This is an optimization exercise on Yosys and OpenROAD, whose aim is small area, not a production implementation. Function not checked in this run: the RTL went through the layout flow alone. Power figures rest on the tool's default switching activity, not on a simulated workload.

==> design.v <==
module game(clk, movement, row, col, state, start, reset, matrix, head_row, head_col, fout, ones, tens);
    input clk;
    input start, reset;
    input [3:0] movement;
    output reg [7:0] row;
    output reg [7:0] col;
    output reg [2:0] head_row, head_col;
    output reg [63:0] matrix;
    output [2:0] state;
    output reg fout;
    output reg [7:0] ones, tens;
    localparam [63:0] HAPPY = 64'h0018244200666600;
    localparam [63:0] SAD   = 64'h0042241800666600;
    localparam [63:0] FIRST = 64'h000000000E000000;  
    reg run, over;               
    reg [7:0] cnt;
    reg [2:0] st;                
    reg [3:0] so;                
    reg dv, dax, dsg;            
    reg [2:0] ai;                
    reg [1:0] q [0:30];          
    reg [2:0] er, ec;            
    reg [2:0] pr, pc;            
    reg [2:0] wc;                
    reg cov;                     
    reg stp, grw, wrp, sta;      
    integer i;
    assign state = {over, run, ~run & ~over};
    wire tick = (cnt == 8'd1) & ~fout;
    reg [2:0] ar, ac;
    always @(*) begin
        case (ai)
            3'd0: begin ar = 3'd0; ac = 3'd4; end
            3'd1: begin ar = 3'd4; ac = 3'd1; end
            3'd2: begin ar = 3'd1; ac = 3'd5; end
            3'd3: begin ar = 3'd5; ac = 3'd2; end
            3'd4: begin ar = 3'd2; ac = 3'd6; end
            3'd5: begin ar = 3'd6; ac = 3'd3; end
            3'd6: begin ar = 3'd3; ac = 3'd0; end
            default: begin ar = 3'd3; ac = 3'd6; end
        endcase
    end
    function [63:0] acell(input [2:0] a);
        begin
            acell = 64'd0;
            case (a)
                3'd0: acell[8*0+4] = 1'b1;
                3'd1: acell[8*4+1] = 1'b1;
                3'd2: acell[8*1+5] = 1'b1;
                3'd3: acell[8*5+2] = 1'b1;
                3'd4: acell[8*2+6] = 1'b1;
                3'd5: acell[8*6+3] = 1'b1;
                3'd6: acell[8*3+0] = 1'b1;
                default: acell[8*3+6] = 1'b1;
            endcase
        end
    endfunction
    wire [63:0] ap = acell(ai);
    wire [63:0] apprev = acell(ai == 3'd0 ? 3'd6 : ai - 3'd1);
    wire eat = run & (head_row == ar) & (head_col == ac);
    wire grow = eat & (st < 3'd3);
    wire wrap = eat & (st == 3'd6) & (so == 4'd3);
    reg can;
    always @(*) begin
        if (!dax) can = dsg ? (head_row != 3'd7) : (head_row != 3'd0);
        else      can = dsg ? (head_col != 3'd7) : (head_col != 3'd0);
    end
    wire step = run & tick & dv & can;
    wire begin_game = ~run & tick & start;
    function [2:0] pm1(input [2:0] v, input m);    
        pm1 = {v[2] ^ ((v[0] ^ m) & (v[1] ^ m)), v[1] ^ (v[0] ^ m), ~v[0]};
    endfunction
    wire [5:0] wsel = {wc == 3'd5, wc == 3'd4, wc == 3'd3, wc == 3'd2, wc == 3'd1, wc == 3'd0};
    wire [4:0] smin = (st >= 3'd3) ? 5'd30 : (((st == 3'd1) ? 5'd10 : (st == 3'd2) ? 5'd20 : 5'd0) + {1'b0, so});
    reg [5:0] base;
    always @(*) begin
        case (wc)
            3'd0: base = 6'd0; 3'd1: base = 6'd6; 3'd2: base = 6'd12; 3'd3: base = 6'd18;
            3'd4: base = 6'd24; 3'd5: base = 6'd30; default: base = 6'd36;
        endcase
    end
    wire [6:0] left = {2'b0, smin} + {6'd0, wrp} + 7'd1 - {1'b0, base};
    reg [2:0] wr [0:6];
    reg [2:0] wcl [0:6];
    reg [1:0] lk;
    reg hit;
    integer k, c;
    always @(*) begin
        wr[0] = pr; wcl[0] = pc;
        hit = 1'b0;
        for (k = 0; k < 6; k = k + 1) begin
            lk = 2'd0;
            for (c = 0; c < 6; c = c + 1)
                if (6*c + k < 31) lk = lk | ({2{wsel[c]}} & q[6*c + k]);
            wr[k+1] = wr[k]; wcl[k+1] = wcl[k];
            if (!left[6] && left[5:0] > k) begin
                if (!lk[1]) wr[k+1] = pm1(wr[k], lk[0]);
                else        wcl[k+1] = pm1(wcl[k], lk[0]);
            end
            if (wr[k] == er && wcl[k] == ec) hit = 1'b1;
        end
    end
    function [63:0] onecell(input [2:0] r, input [2:0] c);
        begin
            onecell = 64'd0;
            onecell[{r, c}] = 1'b1;
        end
    endfunction
    wire [2:0] ra = wrp ? wr[1] : head_row;
    wire [2:0] ca = wrp ? wcl[1] : head_col;
    wire [2:0] rb = wrp ? wr[2] : er;
    wire [2:0] cb = wrp ? wcl[2] : ec;
    wire [7:0] rowa = (8'd1 << ra) & {8{stp | wrp}};
    wire [7:0] cola = 8'd1 << ca;
    wire [7:0] rowbs = (8'd1 << rb) & {8{grw | wrp}};
    wire [7:0] rowbc = (8'd1 << rb) & {8{stp & ~cov}};
    wire [7:0] colb = 8'd1 << cb;
    wire hold = ~(sta | wrp);
    reg [63:0] mnext;
    always @(*) begin
        for (k = 0; k < 64; k = k + 1)
            mnext[k] = (matrix[k] & hold & ~(rowbc[k/8] & colb[k%8])) | (rowbs[k/8] & colb[k%8]) |
                       (rowa[k/8] & cola[k%8]);
    end
    wire mone = (movement == 4'd1) | (movement == 4'd2) | (movement == 4'd4) | (movement == 4'd8);
    wire max = movement[2] | movement[3];
    wire msg = movement[1] | movement[3];
    wire rev = dv & mone & (max == dax) & (msg != dsg);
    always @(posedge clk) begin
        if (reset) begin
            run <= 1'b0; over <= 1'b0;
            cnt <= 8'd128; fout <= 1'b0;
            st <= 3'd0; so <= 4'd0; dv <= 1'b0; ai <= 3'd7;
            head_row <= 3'd3; head_col <= 3'd3;
            matrix <= HAPPY;
            row <= 8'd1; col <= 8'd0;
            stp <= 1'b0; grw <= 1'b0; wrp <= 1'b0; sta <= 1'b0;
        end else begin
            if (cnt == 8'd1) begin
                fout <= ~fout;
                cnt <= reload(st, so);
            end else
                cnt <= cnt - 8'd1;
            row <= {row[0], row[7:1]};
            col <= ({8{row[0]}} & matrix[7:0]) | ({8{row[1]}} & matrix[15:8]) |
                   ({8{row[2]}} & matrix[23:16]) | ({8{row[3]}} & matrix[31:24]) |
                   ({8{row[4]}} & matrix[39:32]) | ({8{row[5]}} & matrix[47:40]) |
                   ({8{row[6]}} & matrix[55:48]) | ({8{row[7]}} & matrix[63:56]);
            stp <= step; grw <= grow; wrp <= wrap; sta <= begin_game;
            if (!run)
                matrix <= over ? SAD : HAPPY;
            else
                matrix <= mnext | ap | (apprev & {64{wrp}}) | (FIRST & {64{sta}});
            if (run) begin
                if (movement != 4'd0 && !rev) begin
                    dv <= mone; dax <= max; dsg <= msg;
                end
                if (eat) begin
                    if (wrap) begin
                        st <= 3'd0; so <= 4'd0;
                    end else if (so == 4'd9) begin
                        st <= st + 3'd1; so <= 4'd0;
                    end else
                        so <= so + 4'd1;
                    ai <= (ai == 3'd7) ? 3'd3 : (ai == 3'd6) ? 3'd0 : ai + 3'd1;
                end
                if (tick && dv) begin
                    if (can) begin
                        if (!dax) head_row <= dsg ? head_row + 3'd1 : head_row - 3'd1;
                        else      head_col <= dsg ? head_col + 3'd1 : head_col - 3'd1;
                    end else begin
                        run <= 1'b0; over <= 1'b1;
                    end
                end
            end else begin
                if (over) begin st <= 3'd0; so <= 4'd0; dv <= 1'b0; end
                if (tick && start) begin
                    run <= 1'b1; over <= 1'b0;
                    head_row <= 3'd3; head_col <= 3'd3;
                end
            end
        end
    end
    always @(posedge clk) begin
        if (step) begin
            q[0] <= {dax, dsg};
            for (i = 1; i < 31; i = i + 1) q[i] <= q[i-1];
        end else if (begin_game) begin
            q[0] <= 2'b11; q[1] <= 2'b11;    
        end
        if (begin_game) begin
            er <= 3'd3; ec <= 3'd1;
        end else if (wrp) begin
            er <= wr[2]; ec <= wcl[2];
        end else if (stp && !grow) begin
            er <= pr; ec <= pc;
        end
        if (stp || sta || wrp) begin
            pr <= head_row; pc <= head_col;
            wc <= 3'd0;
        end else begin
            pr <= wr[6]; pc <= wcl[6];
            if (wc != 3'd6) wc <= wc + 3'd1;
            cov <= (wc == 3'd0 ? 1'b0 : cov) | hit;
        end
    end
    function [7:0] reload(input [2:0] t, input [3:0] o);
        case ({t, o})
            7'd0: reload = 8'd128;
            7'd1: reload = 8'd123;
            7'd2: reload = 8'd118;
            7'd3: reload = 8'd113;
            7'd4: reload = 8'd108;
            7'd5: reload = 8'd103;
            7'd6: reload = 8'd98;
            7'd7: reload = 8'd93;
            7'd8: reload = 8'd88;
            7'd9: reload = 8'd83;
            7'd10: reload = 8'd78;
            7'd11: reload = 8'd73;
            7'd12: reload = 8'd68;
            7'd13: reload = 8'd63;
            7'd14: reload = 8'd58;
            7'd15: reload = 8'd53;
            7'd16: reload = 8'd78;
            7'd17: reload = 8'd73;
            7'd18: reload = 8'd68;
            7'd19: reload = 8'd63;
            7'd20: reload = 8'd58;
            7'd21: reload = 8'd53;
            7'd22: reload = 8'd48;
            7'd23: reload = 8'd43;
            7'd24: reload = 8'd38;
            7'd25: reload = 8'd33;
            7'd26: reload = 8'd28;
            7'd27: reload = 8'd23;
            7'd28: reload = 8'd18;
            7'd29: reload = 8'd13;
            7'd30: reload = 8'd8;
            7'd31: reload = 8'd3;
            7'd32: reload = 8'd28;
            7'd33: reload = 8'd23;
            7'd34: reload = 8'd18;
            7'd35: reload = 8'd13;
            7'd36: reload = 8'd8;
            7'd37: reload = 8'd3;
            7'd38: reload = 8'd254;
            7'd39: reload = 8'd249;
            7'd40: reload = 8'd244;
            7'd41: reload = 8'd239;
            7'd42: reload = 8'd234;
            7'd43: reload = 8'd229;
            7'd44: reload = 8'd224;
            7'd45: reload = 8'd219;
            7'd46: reload = 8'd214;
            7'd47: reload = 8'd209;
            7'd48: reload = 8'd234;
            7'd49: reload = 8'd229;
            7'd50: reload = 8'd224;
            7'd51: reload = 8'd219;
            7'd52: reload = 8'd214;
            7'd53: reload = 8'd209;
            7'd54: reload = 8'd204;
            7'd55: reload = 8'd199;
            7'd56: reload = 8'd194;
            7'd57: reload = 8'd189;
            7'd58: reload = 8'd184;
            7'd59: reload = 8'd179;
            7'd60: reload = 8'd174;
            7'd61: reload = 8'd169;
            7'd62: reload = 8'd164;
            7'd63: reload = 8'd159;
            7'd64: reload = 8'd184;
            7'd65: reload = 8'd179;
            7'd66: reload = 8'd174;
            7'd67: reload = 8'd169;
            7'd68: reload = 8'd164;
            7'd69: reload = 8'd159;
            7'd70: reload = 8'd154;
            7'd71: reload = 8'd149;
            7'd72: reload = 8'd144;
            7'd73: reload = 8'd139;
            7'd74: reload = 8'd134;
            7'd75: reload = 8'd129;
            7'd76: reload = 8'd124;
            7'd77: reload = 8'd119;
            7'd78: reload = 8'd114;
            7'd79: reload = 8'd109;
            7'd80: reload = 8'd134;
            7'd81: reload = 8'd129;
            7'd82: reload = 8'd124;
            7'd83: reload = 8'd119;
            7'd84: reload = 8'd114;
            7'd85: reload = 8'd109;
            7'd86: reload = 8'd104;
            7'd87: reload = 8'd99;
            7'd88: reload = 8'd94;
            7'd89: reload = 8'd89;
            7'd90: reload = 8'd84;
            7'd91: reload = 8'd79;
            7'd92: reload = 8'd74;
            7'd93: reload = 8'd69;
            7'd94: reload = 8'd64;
            7'd95: reload = 8'd59;
            7'd96: reload = 8'd84;
            7'd97: reload = 8'd79;
            7'd98: reload = 8'd74;
            7'd99: reload = 8'd69;
            7'd100: reload = 8'd64;
            7'd101: reload = 8'd59;
            7'd102: reload = 8'd54;
            7'd103: reload = 8'd49;
            7'd104: reload = 8'd44;
            7'd105: reload = 8'd39;
            7'd106: reload = 8'd34;
            7'd107: reload = 8'd29;
            7'd108: reload = 8'd24;
            7'd109: reload = 8'd19;
            7'd110: reload = 8'd14;
            7'd111: reload = 8'd9;
            7'd112: reload = 8'd34;
            7'd113: reload = 8'd29;
            7'd114: reload = 8'd24;
            7'd115: reload = 8'd19;
            7'd116: reload = 8'd14;
            7'd117: reload = 8'd9;
            7'd118: reload = 8'd4;
            7'd119: reload = 8'd255;
            7'd120: reload = 8'd250;
            7'd121: reload = 8'd245;
            7'd122: reload = 8'd240;
            7'd123: reload = 8'd235;
            7'd124: reload = 8'd230;
            7'd125: reload = 8'd225;
            7'd126: reload = 8'd220;
            7'd127: reload = 8'd215;
        endcase
    endfunction
    localparam [79:0] SEG = 80'h90_80_F8_82_92_99_B0_A4_F9_C0;
    function [7:0] seg(input [3:0] d);
        seg = SEG[8*d +: 8];
    endfunction
    always @(*) begin
        ones = seg(so);
        tens = seg({1'b0, st});
    end
endmodule
==> run.sh <==
#!/bin/bash
# synth_recipe.tcl (not shown) runs the flow's synth.tcl, then flattens the netlist and writes it again
# the make line also repeats each setting of config.mk as NAME=value (left out here)
make -C /OpenROAD-flow-scripts/flow DESIGN_CONFIG=/design/flow/config.mk WORK_HOME=/design/flow/orfs CLKGATE_MAP_FILE= SYNTH_SCRIPT=/design/flow/synth_recipe.tcl finish
==> config.mk <==
export PLATFORM = sky130hd
export DESIGN_NAME = game
export DESIGN_NICKNAME = game
export VERILOG_FILES = /design/flow/design.v
export SDC_FILE = /design/flow/constraint.sdc
export NUM_CORES = 8
export LEC_CHECK = 0
export CAP_MARGIN = 20
export CORE_MARGIN = 2
export CORE_UTILIZATION = 45
export CTS_BUF_LIST = sky130_fd_sc_hd__clkbuf_8
export SLEW_MARGIN = 20
==> constraint.sdc <==
create_clock -name core_clock -period 10.0 [get_ports {clk}]
set_input_delay 2.0000 -clock core_clock [delete_from_list [all_inputs] [get_ports {clk}]]
set_output_delay 2.0000 -clock core_clock [all_outputs]
set_load 0.01 [all_outputs]
==> results.json <==
{
  "utilization": 0.5151,
  "cts.sinks": 192,
  "ff2ff_path_depth": 25,
  "finalSetupViolations": 0,
  "core_area_sq_um": 27630,
  "maxSlewViolCount": 0,
  "numPortBuffers": 111,
  "critical_path_required_ns": 10.38,
  "hold_viol_final": 0,
  "worstMarginPinSlew_ns": 1.109,
  "fin_worst_skew_ns": 0.01554,
  "synth.area.top_cells": "dfxtp_1 (20%), edfxtp_1 (16%), a22oi_1 (4.8%), nor2_1 (4.2%), o211ai_1 (4.1%)",
  "final_layout_size_suffix_gt1_frac": 0.06237,
  "htree_levels": 4,
  "synthCells": 1436,
  "grt_first_pass_wirelength_um": 60580,
  "grt_max_degree": 60,
  "hold_depth": 0,
  "fmax_mhz": 123.3,
  "yosys-top-cells-count": "nor2_1 (140), dfxtp_1 (127), nand2_1 (116)",
  "synthDistinctLibCells": 94,
  "vdd_ir_drop_max_v": 0.0001097,
  "yosys_warnings": 4,
  "rr_startpoint": "st[0]",
  "synth_nets": 1488,
  "r2r_end": "matrix[51]",
  "synth-seq-area-share": 0.3584,
  "cp-end-kind": "flop",
  "grt_pass1_vias": 10690,
  "drtIter0Drc": 1295,
  "antenna_found_initial": 0,
  "synth_top_cell_by_area": "dfxtp_1",
  "cts_tree": "built",
  "diodes": 0,
  "hp-class": "flop to flop",
  "critPathMaxFanout": 22,
  "holdWs_ns": 0.4613,
  "grt_usage": 0.2671,
  "hp-start": "q[6][1]",
  "path_buf_inv": 2,
  "synth_async_sr_flop_share": 0,
  "cp_common_cell": "ha_1",
  "initial_core_util": 0.4539,
  "status": "finished clean",
  "final.setup.tns_ns": 0,
  "die_area_sq_um": 29220,
  "yosys_most_used_dff": "dfxtp_1",
  "hold_buffers": 0,
  "die_w_um": 170.9,
  "ant_nets": 0,
  "syn_area_sq_um": 12540,
  "whs_endpoint": "q[7][1]",
  "synth.top_cell.area_share": 0.2028,
  "clk_pin_slew_ns": 0.10,
  "critPathSlowestCell": "dfxtp_1",
  "syn-mean-instance-area_sq_um": 8.732,
  "postCtsSetupRepairBufs": 0,
  "post_cts_resize_count": 0,
  "rrSetupSlack_ns": 1.89,
  "firstDrtPassIters": 6,
  "cellLeakagePower_uw": 0.004722,
  "row_count": 61,
  "synth.most_common_cell": "nor2_1",
  "post-dp-hpwl_um": 28460,
  "numCtsBuffers": 17,
  "clockRootBuffer": "clkbuf_8",
  "gp_congestion": 0.9354,
  "route.detailed.drc": 0,
  "num_vias": 11640,
  "clk_latency_ns": 0.49,
  "crit_path_max_incr_delay_ns": 0.84,
  "die_y_um": 170.9,
  "arrival_ns": 8.49,
  "routedWlPerCell_um": 21.22,
  "finalCriticalPeriod_ns": 8.113,
  "layout.nets": 1530,
  "grt-ovfl-total": 0,
  "critical_path.top_delay_family": "simple AND/OR/NAND/NOR gates",
  "cp-start-kind": "flop",
  "syn_to_final_growth_pct": 13.49,
  "finalCritPeriodShare": 0.8113,
  "synth_edf_count": 65,
  "pwr_density_cell_nw_per_um2": 224.5,
  "crit_type": "flop to flop",
  "vias_per_cell": 6.230,
  "totalWireLength_um": 39660,
  "cap_violations": 0,
  "synth_seq_cells": 192,
  "slew-limit-headroom": 0.2582,
  "rsz0062_at_grt": "false",
  "ios": 113,
  "cts_buffer_depth": 2
}
-- layout make-up --
| class | instances | area [sq um] |
|---|---|---|
| timing repair buffer | 124 | 1204 |
| tap | 378 | 473.0 |
| fill | 2695 | 13400 |
| inverter | 38 | 142.6 |
| clock buffer | 18 | 247.7 |
| sequential | 192 | 4494 |
| multi-input combinational | 1105 | 7523 |
| clock inverter | 14 | 146.4 |
-- cells in the final DEF (no fill, tap or decap), types with 13 or more instances in the layout --
cell             instances
edfxtp_1                65
clkbuf_8                18
inv_1                   33
mux2i_1                 22
nor2b_1                 21
buf_4                   13
nand2_1                115
a221oi_1                23
or3_1                   15
clkdlybuf4s50_1        110
a21oi_1                101
nand4_1                 16
nor3_1                  37
xor2_1                  28
nor2_1                 138
a211oi_1                23
o211ai_1                69
dfxtp_1                127
a22oi_1                 81
o21ai_0                 58
xnor2_1                 55
nand3_1                 30
ha_1                    41
and2_1                  16
-- through the flow --
step	total power (uW)	std cells	worst slack [ns]	cell area (sq um)
5_1_grt	3401	1869	1.340	14230
6_report	3195	1869	1.887	14230
3_5_place_dp	2652	1837	1.946	13830
3_3_place_gp	2626	1837	2.075	13830
2_1_floorplan	2286	1436	3.931	12540
4_1_cts	3180	1869	1.917	14230
-- state kept, by name, indices dropped and copies added (netlist names), 3 cells and up --
register / count
head_col: 3
pr: 3
st: 3
pc: 3
row: 8
ec: 3
col: 8
matrix: 64
so: 4
wc: 3
ai: 3
cnt: 8
er: 3
head_row: 3
q: 62
-- worst register-to-register path: cells and delay by family, from the launching register on --
family / cells / cell delay, ns
compound gates: 10 / 2.06
xor+xnor: 2 / 0.26
fa+ha+maj: 4 / 1.35
buf+inv: 2 / 0.55
flops: 1 / 0.84
mux: 1 / 0.83
simple gates: 6 / 2.10
-- layer usage --
metal / vias up / wire (um) / track usage
met5: - / 0 / 0.003478
met4: 0 / 675 / 0.06964
met3: 51 / 2871 / 0.04279
met2: 498 / 17640 / 0.4142
met1: 5626 / 18480 / 0.3866
li1: 5468 / - / -
-- power by group --
| part | internal [uW] | switching [uW] |
|---|---|---|
| registers | 854 | 103 |
| logic | 672 | 1040 |
| clock network | 221 | 306 |
| total | 1750 | 1450 |
-- logic make-up after synthesis --
group / count (synthesis) / share of synthesized area
other: 1 / 0.0002991
muxes: 32 / 0.03103
AOI/OAI and AO/OA: 470 / 0.2616
DFF: 192 / 0.3584
xor gates and xnor gates: 95 / 0.07833
and+or+nand+nor: 461 / 0.1788
adders and majority gates: 46 / 0.04809
buffers and inverters: 139 / 0.04341
-- worst max path at each step --
stage	start	endpoint	slack (ns)	cells after the start
global route	st[0]	matrix[51]	1.34	25
finish	st[0]	matrix[51]	1.89	25
floorplan	st[1]	cov	3.93	26
CTS	st[0]	matrix[51]	1.92	25
global placement	st[0]	matrix[51]	2.07	25
detailed placement	st[0]	matrix[51]	1.95	25

[afterwards: timing with drivers on the ports]
How much do the figures lean on ideal ports? The routed layout below was timed once more, with nothing changed but the port constraints.
Step 1 sets driving cells, clkbuf_16 on the clock port and buf_2 on the other inputs (assumed; they add their load-dependent delay and slew).
Step 2 times the ports against the registers' clock, not the clock port: input delays grow and output delays shrink by t, the midpoint of the rising clock arrivals with the driver on.
Slacks: ideal / step 1 / step 2; pairs: ideal / step 1.
shift t [ns]: 0.533
slack for setup (ns): 1.887 / 1.887 / 1.887
worst setup path at the end: register to register
After both steps this run still meets setup and hold. For this run, drivers alone change the setup slack by 0.000 ns; drivers and shift together by 0.000 ns.
